From an optimization exercise on the open Yosys and OpenROAD flow, aimed at small area, a short achievable clock period and few clock cycles per item; shortcuts taken in it are not production practice.
Function was checked by simulation only, so behaviour that the tests miss may differ from the original.

==> flow/design.v <==
`timescale 1ns/100ps
module QuantizeBlock#(
 parameter BLOCK_SIZE   = 4,
 parameter IW   = 16
)(
 input                                             clk
,input                                             rst_n
,input                                             start
,input      [IW * BLOCK_SIZE * BLOCK_SIZE - 1 : 0] in
,input      [16 * BLOCK_SIZE * BLOCK_SIZE - 1 : 0] q
,input      [16 * BLOCK_SIZE * BLOCK_SIZE - 1 : 0] iq
,input      [32 * BLOCK_SIZE * BLOCK_SIZE - 1 : 0] bias
,input      [32 * BLOCK_SIZE * BLOCK_SIZE - 1 : 0] zthresh
,input      [16 * BLOCK_SIZE * BLOCK_SIZE - 1 : 0] sharpen
,output     [16 * BLOCK_SIZE * BLOCK_SIZE - 1 : 0] Rout
,output     [16 * BLOCK_SIZE * BLOCK_SIZE - 1 : 0] out
,output                                            nz
,output reg                                        done
);
reg s1, s2;
always @ (posedge clk or negedge rst_n)begin
    if(!rst_n)begin
        s1   <= 1'b0;
        s2   <= 1'b0;
        done <= 1'b0;
    end
    else begin
        s1   <= start;
        s2   <= s1;
        done <= s2;
    end
end
wire [15:0] lvl_o [15:0];
wire [15:0] t;
reg         nz_r;
localparam [31:0] SGN_K = 32'hAAAC0000;
genvar i, j;
generate
for(i = 0; i < 16; i = i + 1)begin : lane
    wire [15:0] x   = in     [16*i +: 16];
    wire [15:0] sh  = sharpen[16*i +: 16];
    wire [15:0] iqv = iq     [16*i +: 16];
    wire [31:0] zt  = zthresh[32*i +: 32];
    wire        neg = x[15];
    wire [17:0] ca  = {{2{sh[15]}}, sh} + {{2{x[15]}}, x};
    wire [17:0] cb  = {{2{sh[15]}}, sh} - {{2{x[15]}}, x};
    wire [17:0] c   = neg ? cb : ca;
    wire [17:0] y   = {1'b0, iqv, 1'b0};
    wire [8:0]  b_one, b_two, b_neg;
    for(j = 0; j < 8; j = j + 1)begin : enc
        assign b_one[j] = y[2*j+1] ^ y[2*j];
        assign b_two[j] = (y[2*j+2] & ~y[2*j+1] & ~y[2*j]) | (~y[2*j+2] & y[2*j+1] & y[2*j]);
        assign b_neg[j] = y[2*j+2];
    end
    assign b_one[8] = iqv[15];
    assign b_two[8] = 1'b0;
    assign b_neg[8] = 1'b0;
    reg  [17:0] c_r;
    reg         neg_r;
    reg  [8:0]  one_r, two_r, ngd_r;
    reg  [15:0] q_r;
    reg  [31:0] bias_r;
    always @ (posedge clk) begin
        c_r    <= c;
        neg_r  <= neg;
        one_r  <= b_one;
        two_r  <= b_two;
        ngd_r  <= b_neg;
        q_r    <= q   [16*i +: 16];
        bias_r <= bias[32*i +: 32];
    end
    wire [18:0] cx = {c_r[17], c_r};
    wire [18:0] c2 = {c_r, 1'b0};
    wire [31:0] row [8:0];
    wire [31:0] ngv;
    for(j = 0; j < 9; j = j + 1)begin : pp
        wire [18:0] sel = ({19{one_r[j]}} & cx) | ({19{two_r[j]}} & c2);
        wire [18:0] pj  = sel ^ {19{ngd_r[j]}};
        if (j < 7) begin : lo
            wire [18:0] e = {~pj[18], pj[17:0]};
            assign row[j] = {{(13-2*j){1'b0}}, e[18:0], {(2*j){1'b0}}};
        end else if (j == 7) begin : r7
            assign row[j] = {pj[17:0], 14'd0};
        end else begin : r8
            assign row[j] = {pj[15:0], 16'd0};
        end
    end
    assign ngv = {15'd0, ngd_r[7], 1'b0, ngd_r[6], 1'b0, ngd_r[5], 1'b0, ngd_r[4], 1'b0,
                  ngd_r[3], 1'b0, ngd_r[2], 1'b0, ngd_r[1], 1'b0, ngd_r[0]};
    wire [31:0] s = row[0] + row[1] + row[2] + row[3] + row[4] + row[5] + row[6]
                  + row[7] + row[8] + ngv + bias_r + SGN_K;
    wire        zhz = ~|zt[31:17];
    wire        zho = &zt[31:17];
    wire        clo_gt = c_r[16:0] > zt[16:0];
    wire        gt  = c_r[17] ? (~zho | clo_gt) : (zhz & clo_gt);
    wire [15:0] kq  = q_r - {q_r[4:0], 11'd0};
    wire [15:0] kqn = {q_r[4:0], 11'd0} - q_r;
    wire [15:0] rsat = neg_r ? kq : kqn;
    reg  [14:0] lv_r;
    reg  [15:0] rsat_r;
    reg         neg2_r, gt_r;
    always @ (posedge clk) begin
        lv_r   <= s[31:17];
        rsat_r <= rsat;
        neg2_r <= neg_r;
        gt_r   <= gt;
    end
    wire        ovf_r = |lv_r[14:11];
    wire [10:0] lq_r  = lv_r[10:0];
    wire        n3  = neg2_r;
    wire [15:0] rr [10:0];
    for(j = 0; j < 11; j = j + 1)begin : rp
        wire [15:0] sq = q_r << j;
        assign rr[j] = (lq_r[j] ^ n3) ? sq : 16'd0;
    end
    wire [15:0] tsum = rr[0] + rr[1] + rr[2] + rr[3] + rr[4] + rr[5] + rr[6] + rr[7]
                     + rr[8] + rr[9] + rr[10] + (n3 ? rsat_r : 16'd0);
    wire [15:0] rv   = ovf_r ? rsat_r : tsum;
    wire [10:0] l1   = ovf_r ? 11'd2047 : lq_r;
    wire [15:0] l2   = ({5'd0, l1} ^ {16{n3}}) + {15'd0, n3};
    reg  [15:0] out_r, rout_r;
    always @ (posedge clk) begin
        out_r  <= gt_r ? l2 : 16'd0;
        rout_r <= gt_r ? rv : 16'd0;
    end
    assign t[i] = gt_r & (ovf_r | (|lq_r));
    assign lvl_o[i] = out_r;
    assign Rout[16*i +: 16] = rout_r;
end
endgenerate
always @ (posedge clk) nz_r <= |t;
assign nz = nz_r;
assign out[ 15:  0] = lvl_o[ 0];
assign out[ 31: 16] = lvl_o[ 1];
assign out[ 47: 32] = lvl_o[ 4];
assign out[ 63: 48] = lvl_o[ 8];
assign out[ 79: 64] = lvl_o[ 5];
assign out[ 95: 80] = lvl_o[ 2];
assign out[111: 96] = lvl_o[ 3];
assign out[127:112] = lvl_o[ 6];
assign out[143:128] = lvl_o[ 9];
assign out[159:144] = lvl_o[12];
assign out[175:160] = lvl_o[13];
assign out[191:176] = lvl_o[10];
assign out[207:192] = lvl_o[ 7];
assign out[223:208] = lvl_o[11];
assign out[239:224] = lvl_o[14];
assign out[255:240] = lvl_o[15];
endmodule
clock: 14.0 ns
lec_check: 0
abc_area: 1
cap_margin: 20
core_margin: 2
core_utilization: 40
slew_margin: 20
run.sh (not shown) runs the stock make flow with config.mk's settings and CLKGATE_MAP_FILE= SYNTH_SCRIPT=/design/flow/synth_recipe.tcl, a recipe that flattens the netlist after the stock synthesis.
Testbench counts at the start, summed over its fixed seeds: cycles 39,688, blocks 32,000.
Rerun with:
--- a/flow/design.v
+++ b/flow/design.v
@@ -57,7 +57,7 @@
     assign b_neg[8] = 1'b0;
     reg  [17:0] c_r;
     reg         neg_r;
-    reg  [8:0]  one_r, two_r, ngd_r;
+    reg  [8:0]  one_r, two_r, ngd_r, one_n, two_n, ngd_n;
     reg  [15:0] q_r;
     reg  [31:0] bias_r;
     always @ (posedge clk) begin
@@ -66,6 +66,9 @@
         one_r  <= b_one;
         two_r  <= b_two;
         ngd_r  <= b_neg;
+        one_n  <= ~b_one;
+        two_n  <= ~b_two;
+        ngd_n  <= ~b_neg;
         q_r    <= q   [16*i +: 16];
         bias_r <= bias[32*i +: 32];
     end
@@ -74,8 +77,11 @@
     wire [31:0] row [8:0];
     wire [31:0] ngv;
     for(j = 0; j < 9; j = j + 1)begin : pp
-        wire [18:0] sel = ({19{one_r[j]}} & cx) | ({19{two_r[j]}} & c2);
-        wire [18:0] pj  = sel ^ {19{ngd_r[j]}};
+        wire [18:0] one_v = {{9{~one_n[j]}}, {10{one_r[j]}}};
+        wire [18:0] two_v = {{9{~two_n[j]}}, {10{two_r[j]}}};
+        wire [18:0] ngd_v = {{9{~ngd_n[j]}}, {10{ngd_r[j]}}};
+        wire [18:0] sel = (one_v & cx) | (two_v & c2);
+        wire [18:0] pj  = sel ^ ngd_v;
         if (j < 7) begin : lo
             wire [18:0] e = {~pj[18], pj[17:0]};
             assign row[j] = {{(13-2*j){1'b0}}, e[18:0], {(2*j){1'b0}}};
@@ -93,29 +99,27 @@
     wire        zho = &zt[31:17];
     wire        clo_gt = c_r[16:0] > zt[16:0];
     wire        gt  = c_r[17] ? (~zho | clo_gt) : (zhz & clo_gt);
-    wire [15:0] kq  = q_r - {q_r[4:0], 11'd0};
-    wire [15:0] kqn = {q_r[4:0], 11'd0} - q_r;
-    wire [15:0] rsat = neg_r ? kq : kqn;
     reg  [14:0] lv_r;
-    reg  [15:0] rsat_r;
     reg         neg2_r, gt_r;
     always @ (posedge clk) begin
         lv_r   <= s[31:17];
-        rsat_r <= rsat;
         neg2_r <= neg_r;
         gt_r   <= gt;
     end
     wire        ovf_r = |lv_r[14:11];
     wire [10:0] lq_r  = lv_r[10:0];
-    wire        n3  = neg2_r;
+    wire        n3   = neg2_r;
+    wire [15:0] kq   = q_r - {q_r[4:0], 11'd0};
+    wire [15:0] kqn  = {q_r[4:0], 11'd0} - q_r;
+    wire [15:0] rsat = n3 ? kq : kqn;
     wire [15:0] rr [10:0];
     for(j = 0; j < 11; j = j + 1)begin : rp
         wire [15:0] sq = q_r << j;
         assign rr[j] = (lq_r[j] ^ n3) ? sq : 16'd0;
     end
     wire [15:0] tsum = rr[0] + rr[1] + rr[2] + rr[3] + rr[4] + rr[5] + rr[6] + rr[7]
-                     + rr[8] + rr[9] + rr[10] + (n3 ? rsat_r : 16'd0);
-    wire [15:0] rv   = ovf_r ? rsat_r : tsum;
+                     + rr[8] + rr[9] + rr[10] + (n3 ? kq : 16'd0);
+    wire [15:0] rv   = ovf_r ? rsat : tsum;
     wire [10:0] l1   = ovf_r ? 11'd2047 : lq_r;
     wire [15:0] l2   = ({5'd0, l1} ^ {16{n3}}) + {15'd0, n3};
     reg  [15:0] out_r, rout_r;
Result: The changed run produced a clean layout. Worst hold slack loses 0.033 ns. Via count goes down by about 0.5%. Sequential share of layout area goes up by 0.65 points. Die area goes up by 0.99%. Synthesized cell count goes up by 1.5%. Global-route usage goes down by 1.8 points. Design area goes up by 0.76%. Core utilization barely changes. Wire length goes down by about 5%. Count of clock-buffer cells in the layout goes up by 9. Sequential cell count goes up by 128.
Testbench counts after the change, summed over its fixed seeds: cycles 39,688, blocks 32,000.

[separate check: timing with driven ports]
In the flow no input, the clock included, has a driving cell. The finished layouts below were timed again as built, in two steps.
Step 1, drivers: a clkbuf_16 drives clk and a buf_2 each remaining input, both assumed.
Step 2 times the ports against the registers' clock, not the clock port: input delays grow and output delays shrink by t, the midpoint of the rising clock arrivals with the driver on.
Three values: ideal, step 1, step 2; two values: the first two.
run	t (ns)	setup WS [ns]	worst setup path at the end
the first run	1.177	7.629 / 7.629 / 7.376	input to register
the second run	1.181	7.427 / 7.427 / 7.196	input to register
After both steps every run listed still meets setup and hold. The setup slack of the first run, which loses most, moves by 0.000 ns with the drivers and by -0.253 ns with both steps.
